Background: an optimization exercise with open tools, aiming at small area. Do not read the settings as production practice. At most, simulation tests tie the RTL to the original design; equivalence was not proved. Power is estimated from default activity; no workload was simulated.

Design odin_neuron_update, start of the top module:
module odin_neuron_update (
    input  wire          CLK,
    input  wire [127:0]  NEUR_STATE,                
    input  wire [ 31:0]  SYNARRAY_RDATA,            
    input  wire          SYN_SIGN,                  
    input  wire [  2:0]  NEUR_ADDR_LSB,             
    input  wire [  4:0]  CTRL_NEUR_VIRTS,           
    input  wire          CTRL_NEUR_EVENT,           
    input  wire          CTRL_NEUR_TREF,            
    input  wire          CTRL_NEUR_BURST_END,       
    input  wire          SPI_PROPAGATE_UNMAPPED_SYN,
    output reg  [ 57:0]  NEUR_STATE_NEXT,           
    output reg           NEUR_V_UP_NEXT,
    output reg           NEUR_V_DOWN_NEXT,
    output reg  [  6:0]  NEUR_EVENT_OUT,
    output wire [ 14:0]  NEUR_STATE_MONITOR
);
==> flow/config.mk <==
export PLATFORM = sky130hd
export DESIGN_NAME = odin_neuron_update
export DESIGN_NICKNAME = odin_neuron_update
export VERILOG_FILES = /design/flow/design.v
export SDC_FILE = /design/flow/constraint.sdc
export NUM_CORES = 4
export LEC_CHECK = 0
export CAP_MARGIN = 20
export CORE_MARGIN = 2
export CORE_UTILIZATION = 40
export SLEW_MARGIN = 20
==> flow/constraint.sdc <==
create_clock -name core_clock -period 12.0 [get_ports {CLK}]
set_input_delay 2.4000 -clock core_clock [delete_from_list [all_inputs] [get_ports {CLK}]]
set_output_delay 2.4000 -clock core_clock [all_outputs]
set_load 0.01 [all_outputs]
standard.sh (not shown) runs the stock make flow with config.mk's settings and CLKGATE_MAP_FILE= SYNTH_SCRIPT=/design/flow/synth_recipe.tcl, a recipe that flattens the netlist after the stock synthesis.
==> flow/flow/run.sh <==
#!/bin/bash
# Own layout flow: the standard ORFS flow, with two changes.
#  - Synthesis (own_synth.tcl): the standard synthesis script, except that
#    arithmetic is left as plain gates for ABC (no full/half adder cell
#    extraction) and ABC uses an area-oriented script (abc_area_deep.script).
#    The registers, their names and cell types are those of the standard synthesis.
#  - Port buffers use the smallest buffer cell (buf_1) instead of the one
#    buffer_ports picks by default.
set -euo pipefail
W=$(pwd)
sed -e "s#@ABC_SCRIPT@#$W/flow/abc_area_deep.script#" -e "s#@FLOW_SYNTH@#$W/synth_recipe.tcl#" flow/own_synth.tcl > own_synth.tcl
bash standard.sh \
  SYNTH_SCRIPT=$W/own_synth.tcl \
  "BUFFER_PORTS_ARGS=-buffer_cell sky130_fd_sc_hd__buf_1" \
  finish > standard_flow.log 2>&1
==> flow/flow/abc_area_deep.script <==
strash
&get -n
&deepsyn -T 60
&put
dch -f
amap
topo
stime -c
==> flow/flow/own_synth.tcl <==
# The standard synthesis (synth_recipe.tcl) with two changes: arithmetic is
# left as plain gates for ABC (no full/half adder cell extraction), and ABC
# runs an area-oriented script instead of ORFS's speed script.
proc extract_fa {args} { puts "own flow: full/half adder extraction skipped" }
proc abc {args} {
  set i [lsearch -exact $args -script]
  if { $i >= 0 } { set args [lreplace $args $i [expr {$i + 1}] -script @ABC_SCRIPT@] }
  yosys abc {*}$args
}
source @FLOW_SYNTH@
Then changed:
==> flow/run.sh (new file) <==
#!/bin/bash
# synth_recipe.tcl (not shown) runs the flow's synth.tcl, then flattens the netlist and writes it again
# the make line also repeats each setting of config.mk as NAME=value (left out here)
make -C /OpenROAD-flow-scripts/flow DESIGN_CONFIG=/design/flow/config.mk WORK_HOME=/design/flow/orfs CLKGATE_MAP_FILE= SYNTH_SCRIPT=/design/flow/synth_recipe.tcl finish
removed: flow/flow/run.sh
removed: flow/flow/abc_area_deep.script
removed: flow/flow/own_synth.tcl
removed: flow/standard.sh
What happened: The new run passed the timing, design-rule and antenna checks; setup slack loses 0.26 ns; wire length rose by 41%; flip-flop and latch count does not change; power rose by about 40%; cell count rose by 22%.
No functional check of the RTL was part of any run of this note.

========
## run A
odin_neuron_update, a different RTL version from the one above (not shown whole).
Size: ~870 cells after synthesis, ~68 flip-flops, about 260 I/O pins.
==> flow/config.mk <==
export PLATFORM = sky130hd
export DESIGN_NAME = odin_neuron_update
export DESIGN_NICKNAME = odin_neuron_update
export VERILOG_FILES = /design/flow/design.v
export SDC_FILE = /design/flow/constraint.sdc
export NUM_CORES = 4
export LEC_CHECK = 0
export CAP_MARGIN = 20
export CORE_MARGIN = 2
export CORE_UTILIZATION = 50
export CTS_BUF_LIST = sky130_fd_sc_hd__clkbuf_8
export GPL_TIMING_DRIVEN = 0
export SLEW_MARGIN = 20
==> flow/constraint.sdc <==
create_clock -name core_clock -period 12.0 [get_ports {CLK}]
set_input_delay 2.4000 -clock core_clock [delete_from_list [all_inputs] [get_ports {CLK}]]
set_output_delay 2.4000 -clock core_clock [all_outputs]
set_load 0.01 [all_outputs]
==> flow/flow/run.sh <==
#!/bin/bash
# Own layout flow: the standard ORFS flow, with two changes.
#  - Synthesis (own_synth.tcl): the standard synthesis script, except that
#    arithmetic is left as plain gates for ABC (no full/half adder cell
#    extraction) and ABC uses an area-oriented script (abc_area_deep.script).
#    The registers, their names and cell types are those of the standard synthesis.
#  - Port buffers use the smallest buffer cell (buf_1) instead of the one
#    buffer_ports picks by default.
#  - Clock tree synthesis inserts no dummy loads.
set -euo pipefail
W=$(pwd)
sed -e "s#@ABC_SCRIPT@#$W/flow/abc_area_deep.script#" -e "s#@FLOW_SYNTH@#$W/synth_recipe.tcl#" flow/own_synth.tcl > own_synth.tcl
bash standard.sh \
  SYNTH_SCRIPT=$W/own_synth.tcl \
  "BUFFER_PORTS_ARGS=-buffer_cell sky130_fd_sc_hd__buf_1" \
  "CTS_ARGS=-sink_clustering_enable -repair_clock_nets -dont_use_dummy_load -buf_list sky130_fd_sc_hd__clkbuf_8 -sink_clustering_size 30 -sink_clustering_max_diameter 150" \
  finish > standard_flow.log 2>&1
==> flow/flow/abc_area_deep.script <==
strash
&get -n
&deepsyn -T 240
&put
dch -f
amap -F 4 -A 8
strash
dch -f
amap -F 4 -A 8
topo
stime -c
==> flow/flow/own_synth.tcl <==
# The standard synthesis (synth_recipe.tcl) with two changes: arithmetic is
# left as plain gates for ABC (no full/half adder cell extraction), and ABC
# runs an area-oriented script instead of ORFS's speed script.
proc extract_fa {args} { puts "own flow: full/half adder extraction skipped" }
proc abc {args} {
  set i [lsearch -exact $args -script]
  if { $i >= 0 } { set args [lreplace $args $i [expr {$i + 1}] -script @ABC_SCRIPT@] }
  yosys abc {*}$args
}
source @FLOW_SYNTH@
Run A completed end to end with timing, DRC and antenna clean.
Input changes introduced in run B (baseline for comparison: run A):
# run A
export LEC_CHECK = 0
export CAP_MARGIN = 20
export CORE_MARGIN = 2
export CORE_UTILIZATION = 50
export CTS_BUF_LIST = sky130_fd_sc_hd__clkbuf_8
export GPL_TIMING_DRIVEN = 0
export SLEW_MARGIN = 20
create_clock -name core_clock -period 12.0 [get_ports {CLK}]
# run B
export LEC_CHECK = 0
export CAP_MARGIN = 20
export CORE_MARGIN = 2
export CORE_UTILIZATION = 60
export CTS_BUF_LIST = sky130_fd_sc_hd__clkbuf_8
export GPL_TIMING_DRIVEN = 0
export SLEW_MARGIN = 20
create_clock -name core_clock -period 12.0 [get_ports {CLK}]
-- flow/flow/abc_area_deep.script --
<<< run A, line 7
strash
dch -f
amap -F 4 -A 8
>>> run B, line 7
## What came out
The cell area in run B sits 3.9% below the value recorded for run A. Looking at worst-path cell with the longest stage delay, the nor2_2 result is from run A; the a222oi_1 one comes from run B. Lower post-placement cell count was reported by run B, not run A. Relative to run A, the final setup slack of the worst path of run B is higher by 0.29 ns. Against run A, run B reports a area after synthesis that is lower. [run B vs run A] synthesized cell count: lower in run B.
[inputs] run C vs run B
# run B
export LEC_CHECK = 0
export CAP_MARGIN = 20
export CORE_MARGIN = 2
export CORE_UTILIZATION = 60
export CTS_BUF_LIST = sky130_fd_sc_hd__clkbuf_8
export GPL_TIMING_DRIVEN = 0
export SLEW_MARGIN = 20
create_clock -name core_clock -period 12.0 [get_ports {CLK}]
# run C
export LEC_CHECK = 0
export CAP_MARGIN = 20
export CORE_MARGIN = 2
export CORE_UTILIZATION = 50
export CTS_BUF_LIST = sky130_fd_sc_hd__clkbuf_8
export GPL_TIMING_DRIVEN = 0
export SLEW_MARGIN = 20
create_clock -name core_clock -period 12.0 [get_ports {CLK}]
-- flow/flow/abc_area_deep.script --
<<< run B, line 3
&deepsyn -T 240
>>> run C, line 3
&deepsyn -T 1200
Findings:
- Run C | stages: all done | timing, DRC, antenna: all pass
- Run C -> run B: sequential share of layout area flat
- Final critical-path required period on run C is behind run B.
- Compared with run B, run C shows a lower share of cell area taken by multi-input logic gates.
- Via count, run C vs run B: down by a few percent
- There was hardly any difference in cell area between run B and run C.
- Relative to run B, share of post-route cells with drive strength above 1 has increased by 1.2 points in run C.
- Floorplan check, run C vs run B: die outline larger in run C
- | global routing usage on met2 | higher: run B |
- Looking at synthesized cell count across run B and run C, the one that comes out lower is run C.
- Post-synthesis sequential area ratio | run C above run B
- Run comparison: run C end of the critical path NEUR_STATE_NEXT[16]$_DFF_P_; run B end of the critical path NEUR_STATE_NEXT[18]$_DFF_P_
The inputs of run D differ from those of run C as listed below.
# run C
export LEC_CHECK = 0
export CAP_MARGIN = 20
export CORE_MARGIN = 2
export CORE_UTILIZATION = 50
export CTS_BUF_LIST = sky130_fd_sc_hd__clkbuf_8
export GPL_TIMING_DRIVEN = 0
export SLEW_MARGIN = 20
create_clock -name core_clock -period 12.0 [get_ports {CLK}]
# run D
export LEC_CHECK = 0
export CAP_MARGIN = 20
export CORE_MARGIN = 2
export CORE_UTILIZATION = 70
export CTS_BUF_LIST = sky130_fd_sc_hd__clkbuf_8
export GPL_TIMING_DRIVEN = 0
export SLEW_MARGIN = 20
create_clock -name core_clock -period 12.0 [get_ports {CLK}]
-- flow/flow/abc_area_deep.script --
<<< run C, line 3
&deepsyn -T 1200
>>> run D, line 3
&deepsyn -T 600
--- outcome ---
Run D did not finish: a tool error stopped it during 5_1_grt.
Run D vs. run C: final weighted congestion of routability-driven global placement rose about 14%, effective utilization at floorplan higher.
Run D ends up with lower post-placement cell count than run C does.
Comparing run D and run C, the lower die outline height is on run D.
Run D does worse than run C on placed wire-length estimate after detailed placement.
Going from run C to run D, level count of the clock H-tree level; post-cts resize count moved up; placed instance area shows a reduction of 0.65%.
> inputs changed (run D -> run E)
# run D
export LEC_CHECK = 0
export CAP_MARGIN = 20
export CORE_MARGIN = 2
export CORE_UTILIZATION = 70
export CTS_BUF_LIST = sky130_fd_sc_hd__clkbuf_8
export GPL_TIMING_DRIVEN = 0
export SLEW_MARGIN = 20
create_clock -name core_clock -period 12.0 [get_ports {CLK}]
# run E
export LEC_CHECK = 0
export CAP_MARGIN = 20
export CORE_MARGIN = 2
export CORE_UTILIZATION = 60
export CTS_BUF_LIST = sky130_fd_sc_hd__clkbuf_8
export GPL_TIMING_DRIVEN = 0
export SLEW_MARGIN = 20
create_clock -name core_clock -period 12.0 [get_ports {CLK}]
-- flow/flow/run.sh --
<<< run D, line 16
  "CTS_ARGS=-sink_clustering_enable -repair_clock_nets -dont_use_dummy_load -buf_list sky130_fd_sc_hd__clkbuf_8 -sink_clustering_size 30 -sink_clustering_max_diameter 150" \
>>> run E, line 16
  "CTS_ARGS=-sink_clustering_enable -repair_clock_nets -dont_use_dummy_load -buf_list sky130_fd_sc_hd__clkbuf_4 -root_buf sky130_fd_sc_hd__clkbuf_8" \
==> results.txt <==
- Run E against run D: final weighted congestion in routability-driven placement has decreased, count of cells resized by post-cts repair went down, cell count after placement shows an increase of about 0.5%, half-perimeter wire length after placement has decreased.
- Run E was carried through to the last stage, and its layout satisfied the timing, design-rule and antenna checks.
- Compared with run D, in run E total of buffers placed on input and output ports closely matched the old numbers; number of placement rows picked up an extra about 6%; share of flip-flops with an asynchronous set or reset neither gained nor lost much; number of setup buffers added after CTS has decreased; post-placement setup slack went up by 0.30 ns.
Input-level comparison between run F and run E:
# run E
export LEC_CHECK = 0
export CAP_MARGIN = 20
export CORE_MARGIN = 2
export CORE_UTILIZATION = 60
export CTS_BUF_LIST = sky130_fd_sc_hd__clkbuf_8
export GPL_TIMING_DRIVEN = 0
export SLEW_MARGIN = 20
create_clock -name core_clock -period 12.0 [get_ports {CLK}]
# run F
export LEC_CHECK = 0
export CAP_MARGIN = 20
export CORE_MARGIN = 2
export CORE_UTILIZATION = 50
export CTS_BUF_LIST = sky130_fd_sc_hd__clkbuf_8
export GPL_TIMING_DRIVEN = 0
export SLEW_MARGIN = 20
create_clock -name core_clock -period 12.0 [get_ports {CLK}]
-- flow/flow/run.sh --
<<< run E, line 9
#  - Clock tree synthesis inserts no dummy loads.
>>> run F, line 9
<<< run E, line 16
  "CTS_ARGS=-sink_clustering_enable -repair_clock_nets -dont_use_dummy_load -buf_list sky130_fd_sc_hd__clkbuf_4 -root_buf sky130_fd_sc_hd__clkbuf_8" \
>>> run F, line 15
-- flow/flow/abc_area_deep.script --
<<< run E, line 3
&deepsyn -T 600
>>> run F, line 3
&deepsyn -T 60
## What came out
Against run E, total design power in run F rose by more than 10%. Relative to run E, final wirelength has gone up in run F. First-pass GRT wire length sits higher in run F than in run E.

========
Starting RTL as in the previous note.
==> flow/config.mk <==
export PLATFORM = sky130hd
export DESIGN_NAME = odin_neuron_update
export DESIGN_NICKNAME = odin_neuron_update
export VERILOG_FILES = /design/flow/design.v
export SDC_FILE = /design/flow/constraint.sdc
export NUM_CORES = 4
export LEC_CHECK = 0
export CAP_MARGIN = 20
export CORE_MARGIN = 2
export CORE_UTILIZATION = 50
export CTS_BUF_LIST = sky130_fd_sc_hd__clkbuf_8
export GPL_TIMING_DRIVEN = 0
export SLEW_MARGIN = 20
==> flow/constraint.sdc <==
create_clock -name core_clock -period 12.0 [get_ports {CLK}]
set_input_delay 2.4000 -clock core_clock [delete_from_list [all_inputs] [get_ports {CLK}]]
set_output_delay 2.4000 -clock core_clock [all_outputs]
set_load 0.01 [all_outputs]
==> flow/flow/run.sh <==
#!/bin/bash
# Own layout flow: the standard ORFS flow, with two changes.
#  - Synthesis (own_synth.tcl): the standard synthesis script, except that
#    arithmetic is left as plain gates for ABC (no full/half adder cell
#    extraction) and ABC uses an area-oriented script (abc_area_deep.script).
#    The registers, their names and cell types are those of the standard synthesis.
#  - Port buffers use the smallest buffer cell (buf_1) instead of the one
#    buffer_ports picks by default.
#  - Clock tree synthesis inserts no dummy loads.
set -euo pipefail
W=$(pwd)
sed -e "s#@ABC_SCRIPT@#$W/flow/abc_area_deep.script#" -e "s#@FLOW_SYNTH@#$W/synth_recipe.tcl#" flow/own_synth.tcl > own_synth.tcl
bash standard.sh \
  SYNTH_SCRIPT=$W/own_synth.tcl \
  "BUFFER_PORTS_ARGS=-buffer_cell sky130_fd_sc_hd__buf_1" \
  "CTS_ARGS=-sink_clustering_enable -repair_clock_nets -dont_use_dummy_load -buf_list sky130_fd_sc_hd__clkbuf_8" \
  finish > standard_flow.log 2>&1
==> flow/flow/abc_area_deep.script <==
strash
&get -n
&deepsyn -T 240
&put
dch -f
amap -F 4 -A 8
topo
stime -c
Scripts as last shown in full above: flow/flow/own_synth.tcl
The starting point finished clean.
Next try:
--- a/flow/flow/run.sh
+++ b/flow/flow/run.sh
@@ -16 +16 @@
-  "CTS_ARGS=-sink_clustering_enable -repair_clock_nets -dont_use_dummy_load -buf_list sky130_fd_sc_hd__clkbuf_8" \
+  "CTS_ARGS=-sink_clustering_enable -repair_clock_nets -dont_use_dummy_load -buf_list sky130_fd_sc_hd__clkbuf_8 -sink_clustering_size 30 -sink_clustering_max_diameter 150" \
==> flow/flow/abc_area_deep.script (replaced) <==
strash
&get -n
&deepsyn -T 1200
&put
dch -f
amap -F 4 -A 8
strash
dch -f
amap -F 4 -A 8
topo
stime -c
CORE_UTILIZATION = 55   (was 50)
Effect: Via count fell by 1.7%; area after synthesis goes down by 3.4%; cell count drops by 3.4%; routed wire length is lower by 5.7%; critical path depth came out lower by 13; die area falls by 12%; setup slack is worse by 0.070 ns; power is lower by 2.2%; clock-buffer cell count does not change; non-clock buffer count falls by 2.

## re-timing with driven ports
In the flow no input, the clock included, has a driving cell. The finished layouts below were timed again as built, in two steps. Step 1, drivers: a clkbuf_16 drives CLK and a buf_2 each remaining input, both assumed. Step 2, shift: input delay + t, output delay - t, t = (earliest + latest rising clock arrival at the registers) / 2. This alone moves slack from input paths to output paths. Slacks: no drivers / after step 1 / after step 2; pairs: no drivers / after step 1.
run	t, ns	setup slack, ns	clock arrival spread, ns	slew at the worst register clock pin (ns)
the first run of note 1	0.386	0.844 / 0.860 / 0.474	0.008 / 0.008	0.05 / 0.05
the second run of note 1	0.390	0.584 / 0.603 / 0.213	0.006 / 0.006	0.07 / 0.07
run A	0.397	0.365 / 0.365 / -0.032	0.028 / 0.028	0.09 / 0.09
run B	0.386	0.653 / 0.667 / 0.281	0.021 / 0.020	0.09 / 0.09
run C	0.388	0.606 / 0.623 / 0.235	0.016 / 0.016	0.07 / 0.07
run E	0.373	0.426 / 0.437 / 0.064	0.023 / 0.024	0.08 / 0.08
run F	0.406	0.861 / 0.873 / 0.467	0.018 / 0.018	0.09 / 0.09
the first run of note 3	0.396	0.486 / 0.496 / 0.100	0.017 / 0.016	0.07 / 0.07
the second run of note 3	0.381	0.416 / 0.431 / 0.051	0.023 / 0.023	0.08 / 0.08
Met with ideal ports but missed after step 2: setup timing in run A. For run A, which loses most, drivers alone change the setup slack by 0.000 ns; drivers and shift together by -0.397 ns.
